This design comes from an exercise in tuning for small area, a short achievable clock period and few clock cycles per item on the open sky130 flow, not from production work.
RTL that was checked went through simulation tests only; none was proved equivalent to the original.
For runs 2 and 3, only the layout was checked, not whether the RTL still works.

==> flow/config.mk <==
export PLATFORM = sky130hd
export DESIGN_NAME = led_serial
export DESIGN_NICKNAME = led_serial
export VERILOG_FILES = /design/flow/design.v
export SDC_FILE = /design/flow/constraint.sdc
export NUM_CORES = 4
export LEC_CHECK = 0
export CAP_MARGIN = 20
export CORE_MARGIN = 2
export CORE_UTILIZATION = 40
export PLACE_DENSITY = 0.6
export SLEW_MARGIN = 20
==> flow/constraint.sdc <==
create_clock -name core_clock -period 10.0 [get_ports {clk}]
set_input_delay 2.0000 -clock core_clock [delete_from_list [all_inputs] [get_ports {clk}]]
set_output_delay 2.0000 -clock core_clock [all_outputs]
set_load 0.01 [all_outputs]
==> flow/design.v <==
module led_serial
   (
    clk,
    reset,
    keyi,
    datai,
    dataq,
    start,
    done);
   input          clk;
   input          reset;
   input  [127:0] keyi;
   input  [63:0]  datai;
   output [63:0]  dataq;
   input          start;
   output         done;
   reg  [63:0] state;
   reg  [5:0]  rc;      
   reg  [1:0]  cnt;     
   reg         ksel;    
   reg         busy;
   wire [63:0] k1 = keyi[127:64];
   wire [63:0] k2 = keyi[63:0];
   wire last = (rc == 6'h09);
   function automatic [63:0] addc;
      input [5:0] r;
      begin
         addc = 64'h0;
         addc[63:60] = 4'h8;
         addc[59:56] = {1'b0, r[5:3]};
         addc[47:44] = 4'h9;
         addc[43:40] = {1'b0, r[2:0]};
         addc[31:28] = 4'h2;
         addc[27:24] = {1'b0, r[5:3]};
         addc[15:12] = 4'h3;
         addc[11:8]  = {1'b0, r[2:0]};
      end
   endfunction
   function automatic [3:0] x2;
      input [3:0] d;
      x2 = {d[2], d[1], d[3] ^ d[0], d[3]};
   endfunction
   function automatic [15:0] mcol;
      input [15:0] c;
      reg [3:0] c0, c1, c2, c3, n;
      integer j;
      begin
         c0 = c[15:12]; c1 = c[11:8]; c2 = c[7:4]; c3 = c[3:0];
         for (j = 0; j < 4; j = j + 1) begin
            n = x2(x2(c0)) ^ c1 ^ x2(c2 ^ c3);
            c0 = c1; c1 = c2; c2 = c3; c3 = n;
         end
         mcol = {c0, c1, c2, c3};
      end
   endfunction
   wire [63:0] s;    
   wire [63:0] t;    
   genvar i, r, c;
   generate
      for (i = 0; i < 16; i = i + 1) begin : g_sb
         led_sbox u_sb (.x(state[63-4*i -: 4]), .y(s[63-4*i -: 4]));
      end
      for (r = 0; r < 4; r = r + 1) begin : g_sr_r
         for (c = 0; c < 4; c = c + 1) begin : g_sr_c
            assign t[63-4*(r*4+c) -: 4] = s[63-4*(r*4 + (c+r)%4) -: 4];
         end
      end
   endgenerate
   wire [63:0] mc;
   generate
      for (c = 0; c < 4; c = c + 1) begin : g_mc
         wire [15:0] o = mcol({t[63-4*c -: 4], t[63-4*(4+c) -: 4], t[63-4*(8+c) -: 4], t[63-4*(12+c) -: 4]});
         assign mc[63-4*c -: 4]      = o[15:12];
         assign mc[63-4*(4+c) -: 4]  = o[11:8];
         assign mc[63-4*(8+c) -: 4]  = o[7:4];
         assign mc[63-4*(12+c) -: 4] = o[3:0];
      end
   endgenerate
   wire [5:0] rc_next = {rc[4:0], rc[5] ^ rc[4] ^ 1'b1};
   wire       step_end = (cnt == 2'd3);
   wire [63:0] kmask = step_end ? (ksel ? k2 : k1) : 64'h0;
   wire [63:0] mask  = kmask ^ (last ? 64'h0 : addc(rc));
   always @(posedge clk)
     if (busy) begin
        state <= mc ^ mask;
        rc    <= rc_next;
        cnt   <= cnt + 2'd1;
        if (step_end) ksel <= ~ksel;
     end else if (start) begin
        state <= datai ^ k1 ^ addc(6'h01);
        rc    <= 6'h03;
        cnt   <= 2'd0;
        ksel  <= 1'b1;
     end
   always @(posedge clk, posedge reset)
     if (reset)
       busy <= 1'b0;
     else if (busy)
       busy <= ~last;
     else
       busy <= start;
   assign done  = ~busy;
   assign dataq = state;
endmodule
module led_sbox (x, y);
   input  [3:0] x;
   output [3:0] y;
   localparam [15:0] T0 = 16'h659A, T1 = 16'hA74C, T2 = 16'h3687, T3 = 16'h0ED9;
   assign y = {T3[x], T2[x], T1[x], T0[x]};
endmodule
==> flow/run.sh <==
#!/bin/bash
# synth_recipe.tcl (not shown) runs the flow's synth.tcl, then flattens the netlist and writes it again
# the make line also repeats each setting of config.mk as NAME=value (left out here)
make -C /OpenROAD-flow-scripts/flow DESIGN_CONFIG=/design/flow/config.mk WORK_HOME=/design/flow/orfs CLKGATE_MAP_FILE= SYNTH_SCRIPT=/design/flow/synth_recipe.tcl finish
==> results of run 1 <==
==> worst min-delay path by stage <==
stage / start / endpoint / cells past startpoint
2_1_floorplan: rc[0]$_SDFFCE_PN1P_ / rc[1]$_SDFFCE_PN1P_ / 1
6_report: cnt[0]$_SDFFCE_PN0P_ / cnt[0]$_SDFFCE_PN0P_ / 1
3_3_place_gp: rc[0]$_SDFFCE_PN1P_ / rc[1]$_SDFFCE_PN1P_ / 1
5_1_grt: cnt[0]$_SDFFCE_PN0P_ / cnt[0]$_SDFFCE_PN0P_ / 1
4_1_cts: cnt[0]$_SDFFCE_PN0P_ / cnt[0]$_SDFFCE_PN0P_ / 1
3_5_place_dp: cnt[0]$_SDFFCE_PN0P_ / cnt[0]$_SDFFCE_PN0P_ / 1
==> cells by family after synthesis <==
kind of cell	after synthesis	share of synthesized area [%]
AOI/OAI and AO/OA	115	6.23
xor gates and xnor gates	360	35.2
adders and majority gates	86	10.3
buffers and inverters	107	4.26
DFF	74	21.2
muxes	119	16.0
and+or+nand+nor	181	6.84
==> per-stage QoR <==
stage	std cells	worst slack, ps	hold slack [ps]	utilization, %	cell area (µm²)
4_1_cts	1613	6350	568	52.6	13600
6_report	1613	6360	569	52.6	13600
3_3_place_gp	1598	6010	544	51.6	13300
2_1_floorplan	1042	6560	529	-	10500
3_5_place_dp	1598	5990	560	51.6	13300
5_1_grt	1613	6260	594	52.6	13600
==> area by class of cell <==
type | instances | share of cell area (%)
Clock buffer | 11 | 1.71
Clock inverter | 4 | 0.322
Inverter | 62 | 1.71
Multi-Input combinational cell | 861 | 57.4
Sequential cell | 74 | 16.3
Tap cell | 335 | 3.08
Timing Repair Buffer | 266 | 19.4
==> synth_stat cells, drive strengths merged, types with 2 or more instances <==
library cell  number
o21ai             58
xor3               6
a211oi            12
nand2            107
nor2              59
xnor2            213
and2               5
edfxtp            73
xnor3             19
ha                86
mux2              67
nor3               2
xor2             122
nor2b              4
inv               59
clkinv             3
mux4              32
clkbuf            19
buf               26
a21oi             39
mux2i             20
o31ai              3
==> per-layer routing <==
layer	track usage (%)	part of all wire [%]
met3	3.36	4.8
met5	0	0
met2	35.3	48
met4	4.08	1.0
met1	28.8	46
==> sequential cells by signal, summed over array words and instances, names as in the netlist <==
name and cells:
rc 6, ksel 1, cnt 2, busy 1, state 64
==> impl_metrics.env, run 1 <==
export IMPL_max_stage_delay_ps=680
export IMPL_layout_area_seq_um2=2220
export IMPL_clkTransAtPathRegs_ps=60
export IMPL_worst_path_buf_inv=1
export IMPL_synthToLayoutAreaGrowth_pct=29.9
export IMPL_antenna_found_initial=0
export IMPL_cts_tree="built"
export IMPL_ys_flop_type="edfxtp_1"
export IMPL_cts_max_path_buffers=2
export IMPL_fin_nets=1555
export IMPL_drive_above_1_share_pct=12.1
export IMPL_critical_path_arrival_ps=1640
export IMPL_hp_class="reg -> reg"
export IMPL_io_pins=260
export IMPL_worstSetupStartpoint="state[23]$_DFFE_PP_"
export IMPL_drcViolationCount=0
export IMPL_cts_resized=0
export IMPL_synth_top_cell_by_area="edfxtp_1"
export IMPL_synth_area_top_cells="edfxtp_1, xnor2_1, ha_1, xor2_1, mux2_2"
export IMPL_clkLatencyLatePin_ps=340
export IMPL_endpoint_kind="primary output"
export IMPL_async_reset_ff_share_pct=1.35
export IMPL_multi_input_area_um2=7810
export IMPL_drtPass1Iterations=4
export IMPL_synth_warnings=1
export IMPL_io_buffers=259
export IMPL_rsz0062_at_grt="false"
export IMPL_yosysUniqueCellTypes=44
export IMPL_initial_core_util_pct=40.5
export IMPL_grt_max_degree=72
export IMPL_netlist_instances=1042
export IMPL_h_tree_depth=3
export IMPL_finalSetupViolCount=0
export IMPL_crit_type="reg -> out"
export IMPL_worst_path_max_delay_cell="clkdlybuf4s50_1"
export IMPL_finalCritPeriodShare_pct=36.4
export IMPL_n_antenna_cell=0
export IMPL_syn_nets=1323
export IMPL_layout_common_cells="clkdlybuf4s50_1, xnor2_1, xor2_1, nand2_1, ha_1"
export IMPL_synth_edf_count=73
export IMPL_path_max_fanout=8
export IMPL_postRouteAntennaNets=0
export IMPL_r2r_cells=8
export IMPL_synth_area_um2=10500
export IMPL_via_count=7849
export IMPL_core_area_um2=25800
export IMPL_drt_vias_per_instance=4.87
export IMPL_synth_avg_cell_area_um2=10.0
export IMPL_start_kind="flop"
export IMPL_endpoint="dataq[23]"
export IMPL_wl_um=28800
export IMPL_cts_root_buf="clkbuf_16"
export IMPL_synth_top_area_share_pct=20.9
export IMPL_grt_overflow=0
export IMPL_required_ps=8000
export IMPL_cts_setup_buffers=0
export IMPL_tightest_slew_ps=827
export IMPL_cts_buffers=9
export IMPL_clock_skew_ps=7.16
export IMPL_r2r_slack_ps=6520
export IMPL_finalHoldViolCount=0
export IMPL_grt_pass1_vias=7950
export IMPL_postCtsHoldBufs=0
export IMPL_grt_use_total_pct=21.0
export IMPL_worstPathCellList="clkdlybuf4s50_1"
export IMPL_rows=59
export IMPL_fmax_ghz=0.275
export IMPL_layout_commonest_cell="clkdlybuf4s50_1"
export IMPL_dp_hpwl_um=22800
export IMPL_gp_congestion=0.806
export IMPL_drt_iter0_drc=414
export IMPL_outcome="complete, no violations"
export IMPL_maxCapViolations=0
export IMPL_n_fill_cell=2449
export IMPL_wire_per_inst_um=17.8
export IMPL_drv_slew=0
export IMPL_reg2reg_from="state[37]$_DFFE_PP_"
export IMPL_yosysSeqAreaShare_pct=21.2
export IMPL_worst_r2r_endpoint="state[25]$_DFFE_PP_"
export IMPL_period_minus_slack_ps=3640
export IMPL_cts_num_sinks=74
export IMPL_ys_ff_latch=74
export IMPL_dieArea_um2=27500
export IMPL_tns_ps=0
export IMPL_grt_pass1_wl_um=45300
export IMPL_relSlewSlack_pct=44.9
export IMPL_die_w_um=166
export IMPL_cp_top_family="buffers and inverters"
export IMPL_path_depth=1
export IMPL_die_y_um=166
Testbench counts, summed over its fixed seeds: cycles 2,352, items 48.
==> inputs of run 2 (changes only) <==
==> flow/design.v (replaced) <==
module led_serial
   (
    clk,
    reset,
    keyi,
    datai,
    dataq,
    start,
    done);
   input          clk;
   input          reset;
   input  [127:0] keyi;
   input  [63:0]  datai;
   output [63:0]  dataq;
   input          start;
   output         done;
   reg  [63:0] state;
   reg  [5:0]  rc;      
   reg  [1:0]  cnt;     
   reg         ksel;    
   reg         busy;
   wire last = (rc == 6'h09);
   function automatic [3:0] x2;
      input [3:0] d;
      x2 = {d[2], d[1], d[3] ^ d[0], d[3]};
   endfunction
   function automatic [15:0] mcol;
      input [15:0] c;
      reg [3:0] c0, c1, c2, c3, n;
      integer j;
      begin
         c0 = c[15:12]; c1 = c[11:8]; c2 = c[7:4]; c3 = c[3:0];
         for (j = 0; j < 4; j = j + 1) begin
            n = x2(x2(c0)) ^ c1 ^ x2(c2 ^ c3);
            c0 = c1; c1 = c2; c2 = c3; c3 = n;
         end
         mcol = {c0, c1, c2, c3};
      end
   endfunction
   wire [63:0] s;
   wire [63:0] t;
   genvar i, r, c;
   generate
      for (i = 0; i < 16; i = i + 1) begin : g_sb
         led_sbox u_sb (.x(state[63-4*i -: 4]), .y(s[63-4*i -: 4]));
      end
      for (r = 0; r < 4; r = r + 1) begin : g_sr_r
         for (c = 0; c < 4; c = c + 1) begin : g_sr_c
            assign t[63-4*(r*4+c) -: 4] = s[63-4*(r*4 + (c+r)%4) -: 4];
         end
      end
   endgenerate
   wire [63:0] mc;
   generate
      for (c = 0; c < 4; c = c + 1) begin : g_mc
         wire [15:0] o = mcol({t[63-4*c -: 4], t[63-4*(4+c) -: 4],
                               t[63-4*(8+c) -: 4], t[63-4*(12+c) -: 4]});
         assign mc[63-4*c -: 4]      = o[15:12];
         assign mc[63-4*(4+c) -: 4]  = o[11:8];
         assign mc[63-4*(8+c) -: 4]  = o[7:4];
         assign mc[63-4*(12+c) -: 4] = o[3:0];
      end
   endgenerate
   wire       step_end = (cnt == 2'd3);
   wire       use_k1 = ~busy | (step_end & ~ksel);
   wire       use_k2 = busy & step_end & ksel;
   wire [5:0] rca = busy ? rc : 6'h01;
   wire       addc = ~(busy & last);
   wire [63:0] cmask = addc ? {4'h8, 1'b0, rca[5:3], 8'h0,
                                4'h9, 1'b0, rca[2:0], 8'h0,
                                4'h2, 1'b0, rca[5:3], 8'h0,
                                4'h3, 1'b0, rca[2:0], 8'h0} : 64'h0;
   wire [63:0] mask = ({64{use_k1}} & keyi[127:64]) | ({64{use_k2}} & keyi[63:0]);
   wire [63:0] state_next = (busy ? mc : datai) ^ mask ^ cmask;
   always @(posedge clk)
     if (busy | start)
       state <= state_next;
   always @(posedge clk)
     if (start & ~busy) begin
        rc   <= 6'h03;
        cnt  <= 2'd0;
        ksel <= 1'b1;
     end else begin
        rc   <= {rc[4:0], rc[5] ^ rc[4] ^ 1'b1};
        cnt  <= cnt + 2'd1;
        if (step_end) ksel <= ~ksel;
     end
   always @(posedge clk, posedge reset)
     if (reset)
       busy <= 1'b0;
     else if (busy)
       busy <= ~last;
     else
       busy <= start;
   assign done  = ~busy;
   assign dataq = state;
endmodule
module led_sbox (x, y);
   input  [3:0] x;
   output [3:0] y;
   wire a = x[0] & ~x[2];
   wire b = x[3] & ~a;
   wire e = x[0] & x[1];
   wire f = x[2] | ~x[1];
   wire g = ~((f & ~x[0]) | x[3]) & ~e;
   wire h = x[3] ^ x[0];
   wire k = ~((~(x[3] & x[0]) | f) & (x[3] | x[1]));
   assign y[0] = h ^ (x[2] & ~x[1]);
   assign y[1] = ~((h & x[2]) | k);
   assign y[2] = ((b | ~e) & ~(b & ~x[1])) ^ x[2];
   assign y[3] = ~((f & b) | g);
endmodule
==> run 2 against run 1 <==
  * Critical endpoint is now done
  * Clock skew is 8.1 ps higher
  * Still clean
  * Via count shrank 1.6%
  * Utilization is 1.5 points higher
  * Worst hold slack got worse by 140 ps
  * Cell count is 9.2% lower
  * Register-to-register slack got worse by 250 ps
==> impl_metrics.env, run 2 <==
export IMPL_outcome="complete, no violations"
export IMPL_wl_um=27700
export IMPL_max_stage_delay_ps=890
export IMPL_grt_pass1_vias=7275
export IMPL_grt_overflow=0
export IMPL_layout_common_cells="clkdlybuf4s50_1, xnor2_1, xor2_1, a22oi_1, edfxtp_1"
export IMPL_start_kind="flop"
export IMPL_cp_top_family="buffers and inverters"
export IMPL_layout_commonest_cell="clkdlybuf4s50_1"
export IMPL_drtPass1Iterations=5
export IMPL_wire_per_inst_um=18.9
export IMPL_tns_ps=0
export IMPL_postCtsHoldBufs=0
export IMPL_timing_hold_ws_ps=429
export IMPL_netlist_instances=967
export IMPL_largest_reg_flops=64
export IMPL_cts_root_buf="clkbuf_16"
export IMPL_worstPathCellList="inv_1 > clkdlybuf4s50_1"
export IMPL_io_buffers=259
export IMPL_fmax_ghz=0.237
export IMPL_worst_path_max_delay_cell="dfrtp_4"
export IMPL_largest_register="state"
export IMPL_synth_top_area_share_pct=20.9
export IMPL_synthToLayoutAreaGrowth_pct=32.7
export IMPL_cts_num_sinks=74
export IMPL_cts_setup_buffers=0
export IMPL_grt_max_degree=66
export IMPL_finalSetupViolCount=0
export IMPL_crit_type="reg -> out"
export IMPL_postRouteAntennaNets=0
export IMPL_synth_top_cell_by_area="edfxtp_1"
export IMPL_grt_use_total_pct=22.3
export IMPL_drcViolationCount=0
export IMPL_yosysUniqueCellTypes=78
export IMPL_drive_above_1_share_pct=4.92
export IMPL_drv_slew=0
export IMPL_path_max_fanout=58
export IMPL_reg_top3="state x64, rc x6, cnt x2"
export IMPL_clock_skew_ps=15.3
export IMPL_fin_nets=1387
export IMPL_synth_top_family_by_area="XOR/XNOR gates"
export IMPL_rsz0062_at_grt="false"
export IMPL_dp_hpwl_um=21700
export IMPL_clkLatencyLatePin_ps=360
export IMPL_synth_area_top_cells="edfxtp_1, xnor2_1, xor2_1, xnor3_1, a22oi_1"
export IMPL_synth_warnings=1
export IMPL_die_y_um=156
export IMPL_ys_flop_type="edfxtp_1"
export IMPL_drt_vias_per_instance=5.27
export IMPL_synth_area_um2=9200
export IMPL_async_reset_ff_share_pct=1.35
export IMPL_gp_congestion=0.845
export IMPL_tightest_slew_ps=1050
export IMPL_core_area_um2=22600
export IMPL_required_ps=8000
export IMPL_endpoint_kind="primary output"
export IMPL_n_fill_cell=2064
export IMPL_synth_compound_area_share_pct=17.4
export IMPL_finalCritPeriodShare_pct=42.3
export IMPL_cts_max_path_buffers=2
export IMPL_worst_path_buf_inv=2
export IMPL_rows=55
export IMPL_cts_resized=0
export IMPL_ys_ff_latch=74
export IMPL_period_minus_slack_ps=4230
export IMPL_cts_tree="built"
export IMPL_grt_pass1_wl_um=41600
export IMPL_synth_simple_area_share_pct=13.1
export IMPL_syn_nets=1180
export IMPL_synthTopCellsByCount="xnor2_1, xor2_1, a22oi_1, edfxtp_1, a21oi_1"
export IMPL_synth_edf_count=64
export IMPL_critical_path_arrival_ps=2230
export IMPL_yosysSeqAreaShare_pct=23.1
export IMPL_via_count=7724
export IMPL_relSlewSlack_pct=29.9
export IMPL_h_tree_depth=3
export IMPL_initial_core_util_pct=40.7
export IMPL_synthXorXnorAreaFrac_pct=35.1
export IMPL_die_w_um=156
export IMPL_antenna_found_initial=1
export IMPL_synth_avg_cell_area_um2=9.51
export IMPL_yosysMostFrequentCell="xnor2_1"
export IMPL_cts_buffers=9
export IMPL_dieArea_um2=24200
export IMPL_io_pins=260
export IMPL_synthMuxAreaShare_pct=4.76
export IMPL_hp_class="reg -> reg"
export IMPL_clkTransAtPathRegs_ps=70
export IMPL_drt_iter0_drc=369
export IMPL_maxCapViolations=0
export IMPL_finalHoldViolCount=0
export IMPL_synth_adder_area_share_pct=2.45
## run 2: cell count changes after synthesis, moves of 19 or more
cell / change
xnor2_1: -48
nand2_1: -64
a21oi_1: +19
inv_1: -40
mux2_2: -63
o21ai_0: +23
ha_1: -68
nor2b_1: +24
mux4_2: -31
o21ai_1: -31
a22oi_1: +64
## run 2: worst paths after layout
| kind | from | to | slack, ps | cells past startpoint |
|---|---|---|---|---|
| min reg2reg | cnt[0]$_SDFF_PP0_ | cnt[0]$_SDFF_PP0_ | 430 | 1 |
| max | busy$_DFF_PP0_ | done | 5770 | 2 |
| min in group asynchronous | reset | busy$_DFF_PP0_ | 1780 | 2 |
| max in group asynchronous | reset | busy$_DFF_PP0_ | 8120 | 2 |
| min | cnt[0]$_SDFF_PP0_ | cnt[0]$_SDFF_PP0_ | 430 | 1 |
| max reg2reg | state[15]$_DFFE_PP_ | state[10]$_DFFE_PP_ | 6270 | 10 |
## run 2: kinds of logic (layout without fill, tap and decap cells)
group,after synthesis,in the layout
XOR/XNOR,297,297
AO/OA/AOI/OAI,238,238
AND/OR/NAND/NOR,214,214
buffers and inverters,84,296
flip-flops,74,74
multiplexers,42,42
adder cells (fa/ha/maj),18,18
other,0,1
## run 2: final cells by class
cell class	count	area, µm²	area share, %
Multi-Input combinational cell	809	6700	54.9
Timing Repair Buffer	262	2620	21.4
Antenna cell	1	2.50	0.0205
Tap cell	285	357	2.92
Clock buffer	12	300	2.46
Inverter	18	67.6	0.553
Sequential cell	74	2130	17.5
Clock inverter	4	32.5	0.266
## run 2: worst reg2reg max path: cells and delay by family, from the launching register on
| family | cells | cell delay (ps) |
|---|---|---|
| AO/OA/AOI/OAI | 2 | 580 |
| XOR/XNOR | 6 | 1810 |
| flip-flops | 1 | 560 |
| adder cells (fa/ha/maj) | 1 | 440 |
| buffers and inverters | 1 | 80 |
## run 2: per-stage QoR
step | worst slack (ps) | cells | area [µm²] | utilization (%)
after global placement | 6140 | 1448 | 11900 | 52.6
final | 5770 | 1465 | 12200 | 54.1
after CTS | 5740 | 1464 | 12200 | 54.1
after floorplan | 6750 | 967 | 9200 | -
after global routing | 5640 | 1465 | 12200 | 54.1
after detailed placement | 6150 | 1448 | 11900 | 52.6
## run 2: routing by layer
metal,wire length (µm),vias to the layer above,GRT usage [%]
li1,-,3904,-
met1,12800,3587,30.4
met2,13000,212,37.2
met3,1500,21,3.94
met4,356,0,4.94
met5,0,-,0
==> inputs of run 3 (changes only) <==
--- a/flow/design.v
+++ b/flow/design.v
@@ -20,23 +20,6 @@
    reg         ksel;    
    reg         busy;
    wire last = (rc == 6'h09);
-   function automatic [3:0] x2;
-      input [3:0] d;
-      x2 = {d[2], d[1], d[3] ^ d[0], d[3]};
-   endfunction
-   function automatic [15:0] mcol;
-      input [15:0] c;
-      reg [3:0] c0, c1, c2, c3, n;
-      integer j;
-      begin
-         c0 = c[15:12]; c1 = c[11:8]; c2 = c[7:4]; c3 = c[3:0];
-         for (j = 0; j < 4; j = j + 1) begin
-            n = x2(x2(c0)) ^ c1 ^ x2(c2 ^ c3);
-            c0 = c1; c1 = c2; c2 = c3; c3 = n;
-         end
-         mcol = {c0, c1, c2, c3};
-      end
-   endfunction
    wire [63:0] s;
    wire [63:0] t;
    genvar i, r, c;
@@ -53,8 +36,9 @@
    wire [63:0] mc;
    generate
       for (c = 0; c < 4; c = c + 1) begin : g_mc
-         wire [15:0] o = mcol({t[63-4*c -: 4], t[63-4*(4+c) -: 4],
-                               t[63-4*(8+c) -: 4], t[63-4*(12+c) -: 4]});
+         wire [15:0] o;
+         led_mcol u_mc (.i({t[63-4*c -: 4], t[63-4*(4+c) -: 4],
+                            t[63-4*(8+c) -: 4], t[63-4*(12+c) -: 4]}), .o(o));
          assign mc[63-4*c -: 4]      = o[15:12];
          assign mc[63-4*(4+c) -: 4]  = o[11:8];
          assign mc[63-4*(8+c) -: 4]  = o[7:4];
@@ -110,3 +94,80 @@
    assign y[2] = ((b | ~e) & ~(b & ~x[1])) ^ x[2];
    assign y[3] = ~((f & b) | g);
 endmodule
+module led_mcol (i, o);
+   input  [15:0] i;
+   output [15:0] o;
+   wire x0 = i[15] ^ i[7];
+   wire x1 = i[10] ^ i[5];
+   wire x2 = i[4] ^ i[3];
+   wire x3 = i[9] ^ x0;
+   wire x4 = i[6] ^ i[2];
+   wire x5 = i[11] ^ i[0];
+   wire x6 = i[14] ^ i[8];
+   wire x7 = i[12] ^ i[1];
+   wire x8 = x1 ^ x7;
+   wire x9 = i[13] ^ x4;
+   wire x10 = i[6] ^ x5;
+   wire x11 = i[1] ^ x2;
+   wire x12 = i[7] ^ x6;
+   wire x13 = i[12] ^ i[4];
+   wire x14 = i[14] ^ i[0];
+   wire x15 = x3 ^ x8;
+   wire x16 = i[5] ^ x11;
+   wire x17 = x3 ^ x6;
+   wire x18 = i[11] ^ x9;
+   wire x19 = i[13] ^ i[9];
+   wire x20 = i[9] ^ i[10];
+   wire x21 = i[13] ^ i[6];
+   wire x22 = i[12] ^ i[2];
+   wire x23 = i[8] ^ i[3];
+   wire x24 = i[15] ^ i[8];
+   wire x25 = x4 ^ x14;
+   wire x26 = x1 ^ x23;
+   wire x27 = x2 ^ x5;
+   wire x28 = x4 ^ x13;
+   wire x29 = i[13] ^ x5;
+   wire x30 = x13 ^ x20;
+   wire x31 = x2 ^ x14;
+   wire x32 = x22 ^ x24;
+   wire x33 = i[10] ^ x2;
+   wire x34 = i[0] ^ x1;
+   wire x35 = i[4] ^ x1;
+   wire x36 = x10 ^ x30;
+   wire x37 = x3 ^ x31;
+   wire x38 = x0 ^ x10;
+   wire x39 = i[3] ^ x12;
+   wire x40 = i[5] ^ x28;
+   wire x41 = x12 ^ x34;
+   wire x42 = x27 ^ x32;
+   wire x43 = i[15] ^ x8;
+   wire x44 = x21 ^ x26;
+   wire x45 = x10 ^ x11;
+   wire x46 = x25 ^ x35;
+   wire x47 = x16 ^ x19;
+   wire x48 = x9 ^ x41;
+   wire x49 = x18 ^ x33;
+   wire x50 = x17 ^ x40;
+   wire x51 = x16 ^ x38;
+   wire x52 = i[2] ^ x15;
+   wire x53 = x15 ^ x29;
+   wire x54 = x12 ^ x36;
+   wire x55 = x3 ^ x44;
+   wire x56 = x17 ^ x45;
+   assign o[12] = x39;
+   assign o[13] = x37;
+   assign o[14] = x43;
+   assign o[15] = x18;
+   assign o[8] = x49;
+   assign o[9] = x48;
+   assign o[10] = x56;
+   assign o[11] = x52;
+   assign o[4] = x53;
+   assign o[5] = x50;
+   assign o[6] = x55;
+   assign o[7] = x54;
+   assign o[0] = x51;
+   assign o[1] = x42;
+   assign o[2] = x47;
+   assign o[3] = x46;
+endmodule
==> run 3 against run 2 <==
  * Global-route usage grew 0.052 points
  * Synthesized cell count fell by 2.8%
  * Still clean on timing, DRC and antenna
  * Sequential share of layout area increased by 0.42 points
  * Clock skew fell by 1.1 ps
  * Largest cell class unchanged
==> impl_metrics.env, run 3 <==
export IMPL_layout_common_cells="clkdlybuf4s50_1, xnor2_1, xor2_1, a22oi_1, edfxtp_1"
export IMPL_async_reset_ff_share_pct=1.35
export IMPL_io_pins=260
export IMPL_die_y_um=153
export IMPL_cts_root_buf="clkbuf_16"
export IMPL_tns_ps=0
export IMPL_h_tree_depth=3
export IMPL_drt_iter0_drc=420
export IMPL_layout_area_seq_um2=2130
export IMPL_synth_edf_count=64
export IMPL_tightest_slew_ps=974
export IMPL_cts_setup_buffers=0
export IMPL_finalSetupViolCount=0
export IMPL_yosysUniqueCellTypes=61
export IMPL_worstPathCellList="clkinv_1 > clkdlybuf4s50_1"
export IMPL_dp_hpwl_um=20900
export IMPL_synth_area_um2=8830
export IMPL_core_area_um2=21800
export IMPL_worst_path_buf_inv=2
export IMPL_m1WireLength_um=12600
export IMPL_wl_um=26800
export IMPL_antenna_found_initial=1
export IMPL_outcome="complete, no violations"
export IMPL_fin_util_pct=54.8
export IMPL_multi_input_area_um2=6460
export IMPL_clkLatencyLatePin_ps=350
export IMPL_synth_top_area_share_pct=21.8
export IMPL_cts_tree="built"
export IMPL_finalCritPeriodShare_pct=40.0
export IMPL_fmax_ghz=0.250
export IMPL_synth_avg_cell_area_um2=9.40
export IMPL_dieArea_um2=23300
export IMPL_cts_max_path_buffers=2
export IMPL_drive_above_1_share_pct=4.71
export IMPL_rsz0062_at_grt="false"
export IMPL_drt_vias_per_instance=5.21
export IMPL_timing_hold_ws_ps=451
export IMPL_n_antenna_cell=0
export IMPL_syn_nets=1153
export IMPL_die_w_um=153
export IMPL_via_count=7535
export IMPL_ys_flop_type="edfxtp_1"
export IMPL_grt_use_total_pct=22.4
export IMPL_rows=54
export IMPL_required_ps=8000
export IMPL_io_buffers=259
export IMPL_worst_path_max_delay_cell="dfrtp_4"
export IMPL_grt_pass1_wl_um=41000
export IMPL_endpoint_kind="primary output"
export IMPL_cts_buffers=9
export IMPL_cts_resized=0
export IMPL_max_stage_delay_ps=690
export IMPL_grt_max_degree=68
export IMPL_fin_nets=1375
export IMPL_synthToLayoutAreaGrowth_pct=34.9
export IMPL_initial_core_util_pct=40.6
export IMPL_relSlewSlack_pct=35.0
export IMPL_netlist_instances=940
export IMPL_layout_commonest_cell="clkdlybuf4s50_1"
export IMPL_wire_per_inst_um=18.5
export IMPL_path_max_fanout=34
export IMPL_gp_congestion=0.869
export IMPL_drtPass1Iterations=5
export IMPL_ys_ff_latch=74
export IMPL_synth_area_top_cells="edfxtp_1, xnor2_1, xor2_1, a22oi_1, mux2i_1"
export IMPL_start_kind="flop"
export IMPL_yosysSeqAreaShare_pct=24.1
export IMPL_synth_top_cell_by_area="edfxtp_1"
export IMPL_hp_class="reg -> reg"
export IMPL_clock_skew_ps=14.2
export IMPL_critical_path_arrival_ps=2000
export IMPL_largest_reg_flops=64
export IMPL_routed_top_layer="met5"
export IMPL_postCtsHoldBufs=0
export IMPL_n_fill_cell=2062
export IMPL_reg_top3="state x64, rc x6, cnt x2"
export IMPL_drv_slew=0
export IMPL_synthTopCellsByCount="xnor2_1, xor2_1, a22oi_1"
export IMPL_wl_met2_um=12600
export IMPL_synth_warnings=1
export IMPL_largest_register="state"
export IMPL_period_minus_slack_ps=4000
export IMPL_wl_met3_um=1340
export IMPL_drcViolationCount=0
export IMPL_yosysMostFrequentCell="xnor2_1"
export IMPL_maxCapViolations=0
export IMPL_cts_num_sinks=74
export IMPL_clkTransAtPathRegs_ps=60
export IMPL_postRouteAntennaNets=0
export IMPL_cp_top_family="buffers and inverters"
export IMPL_grt_pass1_vias=7216
export IMPL_finalHoldViolCount=0
export IMPL_grt_overflow=0
export IMPL_crit_type="reg -> out"
[run 3: logic make-up (layout without fill, tap and decap cells)]
logic type / count (synthesis) / after routing / synth area share [%]
xor gates and xnor gates: 332 / 332 / 36.0
AOI/OAI and AO/OA: 223 / 223 / 17.2
and+or+nand+nor: 178 / 178 / 11.3
DFF: 74 / 74 / 24.1
buffers and inverters: 63 / 290 / 2.87
muxes: 52 / 52 / 5.99
adders and majority gates: 18 / 18 / 2.55
[run 3: final timing paths]
| kind | from | to | slack (ps) | depth (start not counted) |
|---|---|---|---|---|
| min in group asynchronous | reset | busy$_DFF_PP0_ | 1790 | 2 |
| worst min register to register | cnt[0]$_SDFF_PP0_ | cnt[0]$_SDFF_PP0_ | 450 | 1 |
| worst min-delay path | cnt[0]$_SDFF_PP0_ | cnt[0]$_SDFF_PP0_ | 450 | 1 |
| max in group asynchronous | reset | busy$_DFF_PP0_ | 8110 | 2 |
| worst max-delay path | busy$_DFF_PP0_ | done | 6000 | 2 |
| worst max register to register | state[0]$_DFFE_PP_ | state[47]$_DFFE_PP_ | 6810 | 8 |
[run 3: per-stage QoR]
step                      cell area [µm²]  instances  setup slack [ps]
after floorplan                      8830        940              6770
after global placement              11600       1431              6240
after detailed placement            11600       1431              6230
after CTS                           11900       1447              5970
after global routing                11900       1447              5900
final                               11900       1447              6000
[run 3: cell type report]
class	instances	share of cell area (%)
clock buffers	10	2.10
clock inverters	6	0.567
inverters	12	0.378
multi-input cells	803	54.2
flip-flops and latches	74	17.9
well taps	280	2.94
repair buffers	262	21.9
[run 3: per-layer routing]
layer	vias up	track usage [%]
li1	3789	-
met2	200	37.3
met4	2	4.37
met1	3524	30.8
met5	-	0
met3	20	3.67
==> inputs of run 4 (changes only) <==
--- a/flow/design.v
+++ b/flow/design.v
@@ -19,6 +19,7 @@
    reg  [1:0]  cnt;     
    reg         ksel;    
    reg         busy;
+   reg         done_r;  
    wire last = (rc == 6'h09);
    wire [63:0] s;
    wire [63:0] t;
@@ -69,14 +70,16 @@
         cnt  <= cnt + 2'd1;
         if (step_end) ksel <= ~ksel;
      end
+   wire busy_next = busy ? ~last : start;
    always @(posedge clk, posedge reset)
-     if (reset)
-       busy <= 1'b0;
-     else if (busy)
-       busy <= ~last;
-     else
-       busy <= start;
-   assign done  = ~busy;
+     if (reset) begin
+        busy   <= 1'b0;
+        done_r <= 1'b1;
+     end else begin
+        busy   <= busy_next;
+        done_r <= ~busy_next;
+     end
+   assign done  = done_r;
    assign dataq = state;
 endmodule
 module led_sbox (x, y);
==> run 4 against run 3 <==
  * Worst hold slack lost 26 ps
  * Critical path type unchanged
  * Area after synthesis grew 0.58%
  * Register-to-register slack lost 130 ps
  * Largest cell class unchanged
  * Still clean on timing, DRC and antenna
  * Critical path depth shrank 1
  * Setup slack gained 340 ps
  * Clock skew shrank 8.2 ps
==> impl_metrics.env, run 4 <==
export IMPL_dieArea_um2=23400
export IMPL_reg2reg_from="state[24]$_DFFE_PP_"
export IMPL_clkTransAtPathRegs_ps=70
export IMPL_endpoint_kind="primary output"
export IMPL_hold_depth=1
export IMPL_core_area_um2=21800
export IMPL_drv_slew=0
export IMPL_ys_ff_latch=75
export IMPL_io_buffers=259
export IMPL_drt_vias_per_instance=5.21
export IMPL_grt_max_degree=66
export IMPL_drt_iter0_drc=419
export IMPL_layoutNonFillerInstCount=1442
export IMPL_r2r_cells=8
export IMPL_cts_root_buf="clkbuf_16"
export IMPL_min_to="cnt[0]$_SDFF_PP0_"
export IMPL_period_minus_slack_ps=3650
export IMPL_via_count=7515
export IMPL_initial_core_util_pct=40.7
export IMPL_fin_nets=1370
export IMPL_layout_common_cells="clkdlybuf4s50_1, xnor2_1, xor2_1, a22oi_1, edfxtp_1"
export IMPL_synth_avg_cell_area_um2=9.45
export IMPL_cp_top_family="buffers and inverters"
export IMPL_synth_top_cell_by_area="edfxtp_1"
export IMPL_yosysMostFrequentCell="xnor2_1"
export IMPL_die_y_um=153
export IMPL_max_stage_delay_ps=670
export IMPL_wl_met3_um=1420
export IMPL_r2r_slack_ps=6680
export IMPL_synthToLayoutAreaGrowth_pct=34.0
export IMPL_die_w_um=153
export IMPL_crit_type="reg -> out"
export IMPL_worstPathCellList="clkdlybuf4s50_1"
export IMPL_syn_nets=1153
export IMPL_fmax_ghz=0.274
export IMPL_netlist_instances=940
export IMPL_cts_tree="built"
export IMPL_yosysUniqueCellTypes=67
export IMPL_io_pins=260
export IMPL_clkLatencyLatePin_ps=350
export IMPL_start_kind="flop"
export IMPL_gp_congestion=0.892
export IMPL_tightest_slew_ps=1050
export IMPL_wl_um=27000
export IMPL_drtPass1Iterations=5
export IMPL_grt_pass1_wl_um=41700
export IMPL_reg_top3="state x64, rc x6, cnt x2"
export IMPL_outcome="complete, no violations"
export IMPL_worst_path_max_delay_cell="clkdlybuf4s50_1"
export IMPL_worstHoldStart="cnt[0]$_SDFF_PP0_"
export IMPL_cts_buffers=9
export IMPL_cts_max_path_buffers=2
export IMPL_rsz0062_at_grt="false"
export IMPL_postRouteAntennaNets=0
export IMPL_synth_top_area_share_pct=21.6
export IMPL_h_tree_depth=3
export IMPL_tns_ps=0
export IMPL_synth_warnings=1
export IMPL_routed_top_layer="met4"
export IMPL_synth_area_top_cells="edfxtp_1, xnor2_1, xor2_1, a22oi_1, mux2i_1"
export IMPL_n_antenna_cell=0
export IMPL_drive_above_1_share_pct=4.39
export IMPL_m1WireLength_um=12600
export IMPL_largest_register="state"
export IMPL_wire_per_inst_um=18.7
export IMPL_required_ps=8000
export IMPL_drcViolationCount=0
export IMPL_ys_flop_type="edfxtp_1"
export IMPL_largest_reg_flops=64
export IMPL_postCtsHoldBufs=0
export IMPL_async_reset_ff_share_pct=2.67
export IMPL_rows=54
export IMPL_wl_met2_um=12500
export IMPL_synthTopCellsByCount="xnor2_1, xor2_1, a22oi_1"
export IMPL_dp_cells=1426
export IMPL_grt_use_total_pct=22.7
export IMPL_yosysSeqAreaShare_pct=24.2
export IMPL_synth_edf_count=64
export IMPL_relSlewSlack_pct=30.3
export IMPL_layout_commonest_cell="clkdlybuf4s50_1"
export IMPL_cts_num_sinks=75
export IMPL_hp_class="reg -> reg"
export IMPL_critical_path_arrival_ps=1650
export IMPL_finalCritPeriodShare_pct=36.5
export IMPL_clock_skew_ps=6.02
export IMPL_maxCapViolations=0
export IMPL_grt_overflow=0
export IMPL_finalHoldViolCount=0
export IMPL_dp_hpwl_um=20900
export IMPL_worst_path_buf_inv=1
export IMPL_finalSetupViolCount=0
export IMPL_antenna_found_initial=1
export IMPL_cts_resized=0
export IMPL_grt_pass1_vias=7193
export IMPL_path_max_fanout=12
export IMPL_cts_setup_buffers=0
export IMPL_synth_area_um2=8890
export IMPL_worst_r2r_endpoint="state[16]$_DFFE_PP_"
## run 4: cell count changes after synthesis, sizes merged, moves of 5 or more
cell and change:
nor3b -5, nand2 -5, o211ai -8, inv +9, a21oi -6, xnor2 +10, xor2 -11
## run 4: logic make-up (layout without fill, tap and decap cells)
group,count (synthesis),in the layout,synth area share [%]
AO/OA/AOI/OAI,212,212,16.3
multiplexers,57,57,7.00
AND/OR/NAND/NOR,170,170,11.0
adder cells (fa/ha/maj),18,18,2.53
flip-flops,75,75,24.2
buffers and inverters,76,298,3.87
XOR/XNOR,332,332,35.0
## run 4: cell type report
type | count | area (µm²)
fill | 2102 | 9910
multi-input combinational | 789 | 6390
timing repair buffer | 262 | 2620
sequential | 75 | 2160
tap | 280 | 350
clock buffer | 11 | 275
inverter | 20 | 75.1
clock inverter | 5 | 43.8
## run 4: metal layers
layer / vias up / global-route usage (%)
met5: - / 0
met3: 24 / 4.08
met2: 202 / 36.9
met1: 3510 / 31.3
met4: 0 / 5.56
li1: 3779 / -
## run 4: how the worst max path moves through the flow
stage / startpoint / endpoint / slack, ps / depth (start not counted)
5_1_grt: state[25]$_DFFE_PP_ / dataq[25] / 6280 / 1
3_3_place_gp: start / state[48]$_DFFE_PP_ / 6270 / 2
2_1_floorplan: start / state[0]$_DFFE_PP_ / 6770 / 1
3_5_place_dp: start / state[48]$_DFFE_PP_ / 6240 / 2
4_1_cts: state[25]$_DFFE_PP_ / dataq[25] / 6350 / 1
6_report: state[25]$_DFFE_PP_ / dataq[25] / 6350 / 1
## run 4: per-stage QoR
step	hold slack, ps	worst slack, ps	cell area [µm²]	utilization, %
global route	447	6280	11900	54.6
global placement	416	6270	11600	53.1
floorplan	398	6770	8890	-
CTS	428	6350	11900	54.6
finish	425	6350	11900	54.6
detailed placement	417	6240	11600	53.1
Testbench counts of run 4, summed over its fixed seeds: cycles 2,352, items 48.
==> inputs of run 5 (changes only) <==
==> flow/flow/run.sh (new file) <==
#!/bin/bash
# Layout flow: the standard flow, with the ports buffered by the smallest
# buffer instead of the one buffer_ports picks by default.
set -euo pipefail
bash standard.sh synth > synth.log 2>&1
bash standard.sh "BUFFER_PORTS_ARGS=-buffer_cell sky130_fd_sc_hd__buf_1" finish > layout.log 2>&1
==> flow/standard.sh (new file) <==
#!/bin/bash
# synth_recipe.tcl (not shown) runs the flow's synth.tcl, then flattens the netlist and writes it again
# the make line also repeats each setting of config.mk as NAME=value (left out here)
make -C /OpenROAD-flow-scripts/flow DESIGN_CONFIG=/design/flow/config.mk WORK_HOME=/design/flow/orfs CLKGATE_MAP_FILE= SYNTH_SCRIPT=/design/flow/synth_recipe.tcl "${@:-finish}"
removed: flow/run.sh
==> run 5 against run 4 <==
  * Still clean
  * Fmax increased by 14%
  * Register-to-register slack improved by 150 ps
  * Non-clock buffer count unchanged
  * Clock skew increased by 1.3 ps
  * Via count decreased by 0.20%
  * Utilization decreased by 7.5 points
  * Routed wire length decreased by 6.6%
  * Critical endpoint unchanged
==> impl_metrics.env, run 5 <==
export IMPL_finalHoldViolCount=0
export IMPL_worst_path_buf_inv=1
export IMPL_grt_pass1_vias=7092
export IMPL_die_y_um=153
export IMPL_cts_num_sinks=75
export IMPL_cts_root_buf="clkbuf_16"
export IMPL_min_to="cnt[0]$_SDFF_PP0_"
export IMPL_start_kind="flop"
export IMPL_largest_reg_flops=64
export IMPL_syn_nets=1153
export IMPL_h_tree_depth=3
export IMPL_reg_top3="state x64, rc x6, cnt x2"
export IMPL_use_met2_pct=33.9
export IMPL_worstSetupStartpoint="state[25]$_DFFE_PP_"
export IMPL_netlist_instances=940
export IMPL_setup_ws_ps=6790
export IMPL_ys_flop_type="edfxtp_1"
export IMPL_async_reset_ff_share_pct=2.67
export IMPL_crit_type="reg -> out"
export IMPL_clock_skew_ps=7.28
export IMPL_wire_per_inst_um=17.5
export IMPL_grtUsageMet3_pct=4.59
export IMPL_cts_resized=0
export IMPL_clkTransAtPathRegs_ps=70
export IMPL_ys_ff_latch=75
export IMPL_layoutNonFillerInstCount=1443
export IMPL_dp_worst_setup_slack_ps=6660
export IMPL_synth_edf_count=64
export IMPL_core_area_um2=21800
export IMPL_busiest_layer="met2"
export IMPL_max_stage_delay_ps=620
export IMPL_cts_setup_buffers=0
export IMPL_synth_avg_cell_area_um2=9.45
export IMPL_yosysMostFrequentCell="xnor2_1"
export IMPL_io_pins=260
export IMPL_fmax_ghz=0.312
export IMPL_synth_top_cell_by_area="edfxtp_1"
export IMPL_synthTopCellsByCount="xnor2_1, xor2_1, a22oi_1"
export IMPL_r2r_cells=8
export IMPL_synth_area_top_cells="edfxtp_1, xnor2_1, xor2_1, a22oi_1, mux2i_1"
export IMPL_initial_core_util_pct=40.7
export IMPL_via_count=7500
export IMPL_postCtsHoldBufs=0
export IMPL_dieArea_um2=23400
export IMPL_cts_max_path_buffers=2
export IMPL_endpoint_kind="primary output"
export IMPL_worst_r2r_endpoint="state[16]$_DFFE_PP_"
export IMPL_io_buffers=259
export IMPL_period_minus_slack_ps=3210
export IMPL_cp_top_family="flip-flops"
export IMPL_die_w_um=153
export IMPL_postRouteAntennaNets=0
export IMPL_grt_overflow=0
export IMPL_hp_class="reg -> reg"
export IMPL_layout_common_cells="buf_1, xnor2_1, xor2_1, a22oi_1, edfxtp_1"
export IMPL_cts_buffers=9
export IMPL_wl_um=25200
export IMPL_tns_ps=0
export IMPL_finalSetupViolCount=0
export IMPL_dp_hpwl_um=19800
export IMPL_layout_commonest_cell="buf_1"
export IMPL_grt_max_degree=67
export IMPL_drt_vias_per_instance=5.20
export IMPL_outcome="complete, no violations"
export IMPL_hold_depth=1
export IMPL_reg2reg_from="state[4]$_DFFE_PP_"
export IMPL_required_ps=8000
export IMPL_multi_input_area_um2=6390
export IMPL_fin_nets=1370
export IMPL_rows=54
export IMPL_dp_cells=1426
export IMPL_maxCapViolations=0
export IMPL_critical_path_arrival_ps=1210
export IMPL_gp_congestion=0.907
export IMPL_yosysSeqAreaShare_pct=24.2
export IMPL_r2r_slack_ps=6830
export IMPL_yosysUniqueCellTypes=67
export IMPL_finalCritPeriodShare_pct=32.1
export IMPL_use_met1_pct=28.5
export IMPL_drv_slew=0
export IMPL_drt_iter0_drc=567
export IMPL_drive_above_1_share_pct=4.39
export IMPL_synth_area_um2=8890
export IMPL_synth_top_area_share_pct=21.6
export IMPL_tightest_slew_ps=1010
export IMPL_drtPass1Iterations=5
export IMPL_worstPathCellList="buf_1"
export IMPL_rsz0062_at_grt="false"
export IMPL_synth_warnings=1
export IMPL_largest_register="state"
export IMPL_drcViolationCount=0
export IMPL_clkLatencyLatePin_ps=350
export IMPL_worstHoldStart="cnt[0]$_SDFF_PP0_"
export IMPL_relSlewSlack_pct=33.0
export IMPL_n_fill_cell=2185
export IMPL_grt_use_total_pct=21.1
export IMPL_path_max_fanout=12
export IMPL_layout_area_seq_um2=2160
export IMPL_cts_tree="built"
export IMPL_synthToLayoutAreaGrowth_pct=15.6
export IMPL_grt_pass1_wl_um=38800
export IMPL_worst_path_max_delay_cell="edfxtp_1"
export IMPL_antenna_found_initial=1
run 5: cell count changes in the layout (fill, tap and decap cells not counted):
cell | previous run | this run
clkdlybuf4s50_1 | 259 | 0
buf_1 | 0 | 259
clkinv_4 | 0 | 1
inv_8 | 1 | 0
inv_6 | 3 | 2
clkbuf_16 | 11 | 10
diode_2 | 0 | 1
clkinv_2 | 0 | 1
inv_4 | 1 | 2
run 5: through the flow:
step           hold WS, ps  util [%]  instance area (µm²)
3_5_place_dp           414      45.7                 9970
5_1_grt                453      47.0                10300
6_report               429      47.1                10300
4_1_cts                430      47.0                10300
2_1_floorplan          398         -                 8890
3_3_place_gp           411      45.7                 9970
run 5: worst max path at each step:
stage | endpoint | slack, ps | depth (start not counted)
after floorplan | state[0]$_DFFE_PP_ | 6770 | 1
after global placement | state[32]$_DFFE_PP_ | 6670 | 2
after detailed placement | state[5]$_DFFE_PP_ | 6660 | 2
after CTS | dataq[25] | 6790 | 1
after global routing | state[16]$_DFFE_PP_ | 6650 | 8
final | dataq[25] | 6790 | 1
run 5: logic make-up (layout without fill, tap and decap cells):
group / Yosys count / count (layout) / share of synthesized area, %
xor+xnor: 332 / 332 / 35.0
buf+inv: 76 / 298 / 3.87
flops: 75 / 75 / 24.2
other cells: 0 / 1 / 0
simple gates: 170 / 170 / 11.0
mux: 57 / 57 / 7.00
compound gates: 212 / 212 / 16.3
fa+ha+maj: 18 / 18 / 2.53
run 5: final cells by class:
type / instances / share of cell area [%]
diodes: 1 / 0.0244
clock buffers: 10 / 2.44
clock inverters: 6 / 0.426
inverters: 20 / 0.731
multi-input cells: 789 / 62.3
flip-flops and latches: 75 / 21.0
well taps: 280 / 3.41
repair buffers: 262 / 9.69
run 5: routing by layer:
layer	share of wire [%]	up-vias
li1	-	3775
met5	0	-
met3	5.7	31
met4	2.5	0
met1	46	3492
met2	46	202
==> inputs of run 6 (changes only) <==
==> flow/flow/run.sh (replaced) <==
#!/bin/bash
# Layout flow: the standard flow, with two changes.
#  1. Synthesis maps the logic with the ABC script flow/abc.script in place of
#     ORFS's abc_speed.script (same Yosys script, registers untouched).
#  2. The ports are buffered by the smallest buffer, sky130_fd_sc_hd__buf_1,
#     instead of the one buffer_ports picks by default.
set -euo pipefail
here=$(pwd)
rm -rf "$here/scripts_abc"
cp -r "$FLOW_HOME/scripts" "$here/scripts_abc"
cp "$here/flow/abc.script" "$here/scripts_abc/abc_speed.script"
bash standard.sh "SCRIPTS_DIR=$here/scripts_abc" synth > synth.log 2>&1
bash standard.sh "BUFFER_PORTS_ARGS=-buffer_cell sky130_fd_sc_hd__buf_1" finish > layout.log 2>&1
==> flow/flow/abc.script (new file) <==
&get -n
&st
&syn2
&dch
&nf
&put
==> run 6 against run 5 <==
  * Still clean on timing, DRC and antenna
  * Critical path depth up 6
  * Via count shrank 4.3%
  * Routed wire length down 8.8%
==> impl_metrics.env, run 6 <==
export IMPL_outcome="complete, no violations"
export IMPL_antenna_found_initial=0
export IMPL_die_y_um=146
export IMPL_hold_depth=1
export IMPL_gp_congestion=0.885
export IMPL_required_ps=10150
export IMPL_h_tree_depth=3
export IMPL_via_count=7178
export IMPL_async_reset_ff_share_pct=2.67
export IMPL_cts_root_buf="clkbuf_16"
export IMPL_syn_nets=1076
export IMPL_die_w_um=146
export IMPL_path_max_fanout=7
export IMPL_layout_common_cells="buf_1, xnor2_1, xor2_1, a21oi_1, nor2_1"
export IMPL_clkTransAtPathRegs_ps=70
export IMPL_synth_warnings=1
export IMPL_finalSetupViolCount=0
export IMPL_endpoint_kind="flop"
export IMPL_finalCritPeriodShare_pct=31.4
export IMPL_crit_type="reg -> reg"
export IMPL_worstHoldStart="cnt[0]$_SDFF_PP0_"
export IMPL_fmax_ghz=0.318
export IMPL_synth_top_cell_by_area="xnor2_1"
export IMPL_crit_path_frequent_cell="xnor2_1"
export IMPL_yosysSeqAreaShare_pct=26.7
export IMPL_synth_area_um2=8070
export IMPL_synth_edf_count=64
export IMPL_largest_register="state"
export IMPL_drive_above_1_share_pct=2.10
export IMPL_start_kind="flop"
export IMPL_netlist_instances=863
export IMPL_setup_ws_ps=6860
export IMPL_n_antenna_cell=0
export IMPL_synthToLayoutAreaGrowth_pct=20.2
export IMPL_drt_iter0_drc=368
export IMPL_worstPathCellList="ha_1 > a211oi_1 > xnor2_1 > xnor3_1 > xnor2_1 > mux2i_1 > xnor2_1"
export IMPL_initial_core_util_pct=41.1
export IMPL_min_to="cnt[0]$_SDFF_PP0_"
export IMPL_io_pins=260
export IMPL_grt_overflow=0
export IMPL_reg2reg_from="state[16]$_DFFE_PP_"
export IMPL_hp_class="reg -> reg"
export IMPL_cp_top_family="XOR/XNOR gates"
export IMPL_grt_pass1_vias=6713
export IMPL_dp_hpwl_um=17800
export IMPL_rsz0062_at_grt="false"
export IMPL_tns_ps=0
export IMPL_layout_commonest_cell="buf_1"
export IMPL_yosysUniqueCellTypes=38
export IMPL_worst_path_buf_inv=0
export IMPL_finalHoldViolCount=0
export IMPL_cts_resized=0
export IMPL_cts_setup_buffers=0
export IMPL_ys_flop_type="edfxtp_1"
export IMPL_yosysMostFrequentCell="xnor2_1"
export IMPL_maxCapViolations=0
export IMPL_core_area_um2=19700
export IMPL_drv_slew=0
export IMPL_dp_worst_setup_slack_ps=6670
export IMPL_worst_path_max_delay_cell="a211oi_1"
export IMPL_r2r_cells=7
export IMPL_synth_area_top_cells="xnor2_1, edfxtp_1, xor2_1, a22oi_1, a21oi_1"
export IMPL_cts_num_sinks=75
export IMPL_wl_um=23000
export IMPL_synthTopCellsByCount="xnor2_1, xor2_1, a21oi_1"
export IMPL_tightest_slew_ps=985
export IMPL_drt_vias_per_instance=5.11
export IMPL_period_minus_slack_ps=3140
export IMPL_grt_use_total_pct=21.0
export IMPL_postRouteAntennaNets=0
export IMPL_clkLatencyLatePin_ps=350
export IMPL_synth_avg_cell_area_um2=9.35
export IMPL_r2r_slack_ps=6860
export IMPL_drcViolationCount=0
export IMPL_cts_buffers=9
export IMPL_cts_tree="built"
export IMPL_dieArea_um2=21300
export IMPL_wire_per_inst_um=16.3
export IMPL_grt_pass1_wl_um=35700
export IMPL_grt_max_degree=71
export IMPL_critical_path_arrival_ps=3290
export IMPL_reg_top3="state x64, rc x6, cnt x2"
export IMPL_synth_top_area_share_pct=26.5
export IMPL_relSlewSlack_pct=34.4
export IMPL_rows=51
export IMPL_cts_max_path_buffers=2
export IMPL_ys_ff_latch=75
export IMPL_largest_reg_flops=64
export IMPL_max_stage_delay_ps=770
export IMPL_clock_skew_ps=5.11
export IMPL_worst_r2r_endpoint="state[26]$_DFFE_PP_"
export IMPL_postCtsHoldBufs=0
export IMPL_drtPass1Iterations=5
export IMPL_io_buffers=259
export IMPL_fin_nets=1349
run 6: cell count changes in the layout (fill, tap and decap cells not counted), moves of 8 or more:
| cell | before | now |
|---|---|---|
| xor2_1 | 98 | 79 |
| nor2_1 | 32 | 69 |
| inv_1 | 20 | 0 |
| a21oi_1 | 37 | 72 |
| clkinv_1 | 0 | 10 |
| mux2_2 | 8 | 0 |
| xnor2_1 | 218 | 244 |
| mux2i_1 | 46 | 10 |
run 6: worst register-to-register path, cell delays in order, from the launching register on:
cell	delay [ps]
edfxtp_1	500
ha_1	370
a211oi_1	770
xnor2_1	220
xnor3_1	440
xnor2_1	210
mux2i_1	130
xnor2_1	310
run 6: layout make-up:
class,instances,area (µm²)
Fill cell,1980,9950
Clock buffer,9,225
Clock inverter,7,66.3
Tap cell,265,332
Timing Repair Buffer,262,995
Sequential cell,75,2160
Inverter,10,37.5
Multi-Input combinational cell,778,5890
run 6: metrics by stage:
step | instances | instance area (µm²) | hold WS, ps | utilization (%)
6_report | 1406 | 9700 | 431 | 49.4
5_1_grt | 1406 | 9700 | 439 | 49.4
4_1_cts | 1406 | 9700 | 436 | 49.4
3_5_place_dp | 1390 | 9410 | 424 | 47.9
3_3_place_gp | 1390 | 9410 | 419 | 47.9
2_1_floorplan | 863 | 8070 | 398 | -
run 6: layer usage:
layer | track usage, % | vias up | wire (µm)
met5 | 0 | - | 0
met4 | 5.10 | 0 | 332
met3 | 3.22 | 21 | 1160
met2 | 34.8 | 206 | 10700
met1 | 28.9 | 3300 | 10800
li1 | - | 3651 | -
run 6: cells by family after synthesis:
| kind of cell | count (synthesis) | share of synthesized area (%) |
|---|---|---|
| AOI/OAI and AO/OA | 225 | 17.7 |
| and+or+nand+nor | 188 | 12.2 |
| buffers and inverters | 10 | 0.465 |
| adders and majority gates | 18 | 2.79 |
| muxes | 10 | 1.24 |
| DFF | 75 | 26.7 |
| xor gates and xnor gates | 337 | 38.9 |
run 6: worst max-delay path by stage:
stage	startpoint	endpoint	slack (ps)	cells past startpoint
after floorplan	busy$_DFF_PP0_	state[0]$_DFFE_PP_	4780	1
after global placement	start	state[48]$_DFFE_PP_	6680	2
after detailed placement	start	state[32]$_DFFE_PP_	6670	2
after CTS	state[16]$_DFFE_PP_	state[43]$_DFFE_PP_	6840	7
after global routing	state[19]$_DFFE_PP_	state[26]$_DFFE_PP_	6680	7
final	state[16]$_DFFE_PP_	state[26]$_DFFE_PP_	6860	7
==> inputs of run 7 (changes only) <==
==> flow/flow/abc.script (replaced) <==
strash
&get -n
&fraig -x
&put
scorr
dc2
dretime
strash
&get -n
&dch -f
&nf
&put
==> run 7 against run 6 <==
  * Sequential cell count did not move
  * Sequential share of layout area rose by 0.74 points
  * Final area fell by 3.2%
  * Count of clock-buffer cells in the layout did not move
  * Cell count fell by 3.1%
  * Synthesized cell count fell by 4.4%
  * Global-route usage rose by 0.91 points
  * Critical path depth rose by 1
  * Die area fell by 3.8%
  * First-iteration DRC count fell by 2.4%
  * Critical path type unchanged
==> impl_metrics.env, run 7 <==
export IMPL_r2r_cells=8
export IMPL_wire_per_inst_um=16.7
export IMPL_layout_commonest_cell="buf_1"
export IMPL_core_area_um2=18900
export IMPL_largest_register="state"
export IMPL_layoutNonFillerInstCount=1363
export IMPL_timing_hold_ws_ps=430
export IMPL_clkLatencyLatePin_ps=350
export IMPL_syn_nets=1038
export IMPL_synth_area_top_cells="xnor2_1, edfxtp_1, xor2_1, a22oi_1, a21oi_1"
export IMPL_yosysUniqueCellTypes=34
export IMPL_antenna_found_initial=0
export IMPL_via_count=6788
export IMPL_synth_top_cell_by_area="xnor2_1"
export IMPL_netlist_instances=825
export IMPL_grt_overflow=0
export IMPL_ys_ff_latch=75
export IMPL_period_minus_slack_ps=3320
export IMPL_grt_max_degree=73
export IMPL_synth_area_um2=7750
export IMPL_drt_iter0_drc=359
export IMPL_finalCritPeriodShare_pct=33.2
export IMPL_die_y_um=143
export IMPL_cts_num_sinks=75
export IMPL_grt_pass1_wl_um=34100
export IMPL_die_w_um=143
export IMPL_max_stage_delay_ps=490
export IMPL_finalHoldViolCount=0
export IMPL_relSlewSlack_pct=32.9
export IMPL_outcome="complete, no violations"
export IMPL_drt_vias_per_instance=4.98
export IMPL_yosysMostFrequentCell="xnor2_1"
export IMPL_layout_common_cells="buf_1, xnor2_1, a22oi_1, xor2_1, nor2_1"
export IMPL_synth_edf_count=64
export IMPL_drtPass1Iterations=5
export IMPL_path_max_fanout=5
export IMPL_postRouteAntennaNets=0
export IMPL_cp_top_family="XOR/XNOR gates"
export IMPL_h_tree_depth=3
export IMPL_cts_max_path_buffers=2
export IMPL_cts_resized=0
export IMPL_dieArea_um2=20500
export IMPL_gp_congestion=0.892
export IMPL_io_buffers=259
export IMPL_dp_cells=1347
export IMPL_synth_top_area_share_pct=27.8
export IMPL_synth_warnings=1
export IMPL_n_antenna_cell=0
export IMPL_initial_core_util_pct=41.0
export IMPL_drive_above_1_share_pct=2.27
export IMPL_io_pins=260
export IMPL_worst_path_max_delay_cell="edfxtp_1"
export IMPL_cts_buffers=9
export IMPL_crit_type="reg -> reg"
export IMPL_tightest_slew_ps=1010
export IMPL_hp_class="reg -> reg"
export IMPL_largest_reg_flops=64
export IMPL_finalSetupViolCount=0
export IMPL_worstPathCellList="ha_1 > xnor2_1 > xor3_1 > xor2_1 > xnor3_1 > xor2_1 > a21oi_1 > xnor2_1"
export IMPL_start_kind="flop"
export IMPL_tns_ps=0
export IMPL_path_depth=8
export IMPL_synth_avg_cell_area_um2=9.40
export IMPL_fmax_ghz=0.301
export IMPL_rsz0062_at_grt="false"
export IMPL_clkTransAtPathRegs_ps=70
export IMPL_async_reset_ff_share_pct=2.67
export IMPL_reg_top3="state x64, rc x6, cnt x2"
export IMPL_synthToLayoutAreaGrowth_pct=21.1
export IMPL_grt_pass1_vias=6220
export IMPL_maxCapViolations=0
export IMPL_critical_path_arrival_ps=3420
export IMPL_worst_path_buf_inv=0
export IMPL_drcViolationCount=0
export IMPL_postCtsHoldBufs=0
export IMPL_cts_root_buf="clkbuf_16"
export IMPL_dp_hpwl_um=17900
export IMPL_cts_tree="built"
export IMPL_required_ps=10100
export IMPL_wl_um=22700
export IMPL_cts_setup_buffers=0
export IMPL_endpoint_kind="flop"
export IMPL_grt_use_total_pct=21.9
export IMPL_synthTopCellsByCount="xnor2_1, a22oi_1, xor2_1"
export IMPL_fin_nets=1311
export IMPL_rows=50
export IMPL_drv_slew=0
export IMPL_hold_depth=1
export IMPL_ys_flop_type="edfxtp_1"
export IMPL_yosysSeqAreaShare_pct=27.8
export IMPL_clock_skew_ps=8.47
-- run 7: cell count changes after synthesis, sizes merged, moves of 8 or more --
cell	previous run	this run
o211ai	22	1
o22ai	0	18
clkinv	10	25
nand3b	12	0
a21oi	72	61
a22oi	64	75
or4b	11	0
xor2	79	69
mux2i	10	19
nand2	37	29
-- run 7: layout make-up --
class	instances	area (µm²)
repair buffers	262	995
clock inverters	7	53.8
fillers	1886	9510
inverters	25	93.8
clock buffers	9	225
multi-input cells	725	5540
well taps	260	325
flip-flops and latches	75	2160
-- run 7: per-stage QoR --
| stage | setup WS [ps] | utilization [%] | cell area (µm²) |
|---|---|---|---|
| 3_3_place_gp | 6590 | 48.2 | 9100 |
| 3_5_place_dp | 6550 | 48.2 | 9110 |
| 6_report | 6680 | 49.7 | 9390 |
| 2_1_floorplan | 3440 | - | 7750 |
| 4_1_cts | 6710 | 49.7 | 9390 |
| 5_1_grt | 6500 | 49.7 | 9390 |
-- run 7: worst reg2reg max path: stages, from the launching register on --
cell and delay (ps):
edfxtp_1 490, ha_1 370, xnor2_1 400, xor3_1 460, xor2_1 490, xnor3_1 430
xor2_1 150, a21oi_1 180, xnor2_1 100
-- run 7: final timing paths --
kind	slack (ps)	from	to
worst max-delay path	6680	state[36]$_DFFE_PP_	state[41]$_DFFE_PP_
worst min-delay path	430	cnt[0]$_SDFF_PP0_	cnt[0]$_SDFF_PP0_
worst max register to register	6680	state[36]$_DFFE_PP_	state[41]$_DFFE_PP_
worst min register to register	430	cnt[0]$_SDFF_PP0_	cnt[0]$_SDFF_PP0_
max in group asynchronous	8360	reset	done_r$_DFF_PP1_
min in group asynchronous	1450	reset	busy$_DFF_PP0_
-- run 7: routing by layer --
| layer | GRT usage [%] | vias to the layer above | share of wire [%] |
|---|---|---|---|
| met1 | 30.6 | 3080 | 47 |
| li1 | - | 3480 | - |
| met2 | 34.7 | 204 | 46 |
| met5 | 0 | - | 0 |
| met3 | 3.76 | 24 | 5.4 |
| met4 | 6.91 | 0 | 1.8 |
-- run 7: cell families (layout without fill, tap and decap cells) --
kind of cell / after synthesis / count (layout) / synth area share (%)
AO/OA/AOI/OAI: 211 / 211 / 16.8
multiplexers: 19 / 19 / 2.45
adder cells (fa/ha/maj): 18 / 18 / 2.90
buffers and inverters: 25 / 303 / 1.21
AND/OR/NAND/NOR: 147 / 147 / 8.84
flip-flops: 75 / 75 / 27.8
XOR/XNOR: 330 / 330 / 40.0

[port drivers added, routing unchanged]
How much do the figures lean on ideal ports? The routed layouts below were timed once more, with nothing changed but the port constraints. Step 1 sets driving cells, clkbuf_16 on the clock port and buf_2 on the other inputs (assumed; they add their load-dependent delay and slew). Step 2 moves the port delays by t, midway between the first and last clock arrival at a register: inputs arrive t later, outputs are due t later. That takes back most of the time a late clock gives input paths. Slacks: no drivers / after step 1 / after step 2; pairs: no drivers / after step 1.
| run | t, ns | setup slack, ns | cell pins on the clock port's net |
|---|---|---|---|
| run 1 | 0.387 | 6.364 / 6.317 / 6.026 | 1 |
| run 2 | 0.396 | 5.773 / 5.727 / 6.122 | 1 |
| run 3 | 0.386 | 6.001 / 5.955 / 6.258 | 1 |
| run 4 | 0.390 | 6.346 / 6.302 / 6.260 | 1 |
| run 5 | 0.393 | 6.790 / 6.744 / 6.683 | 1 |
| run 6 | 0.389 | 6.857 / 6.822 / 6.707 | 1 |
| run 7 | 0.393 | 6.682 / 6.682 / 6.579 | 1 |
After both steps every run listed still meets setup and hold. For run 1, which loses most, drivers alone change the setup slack by -0.047 ns; drivers and shift together by -0.338 ns.
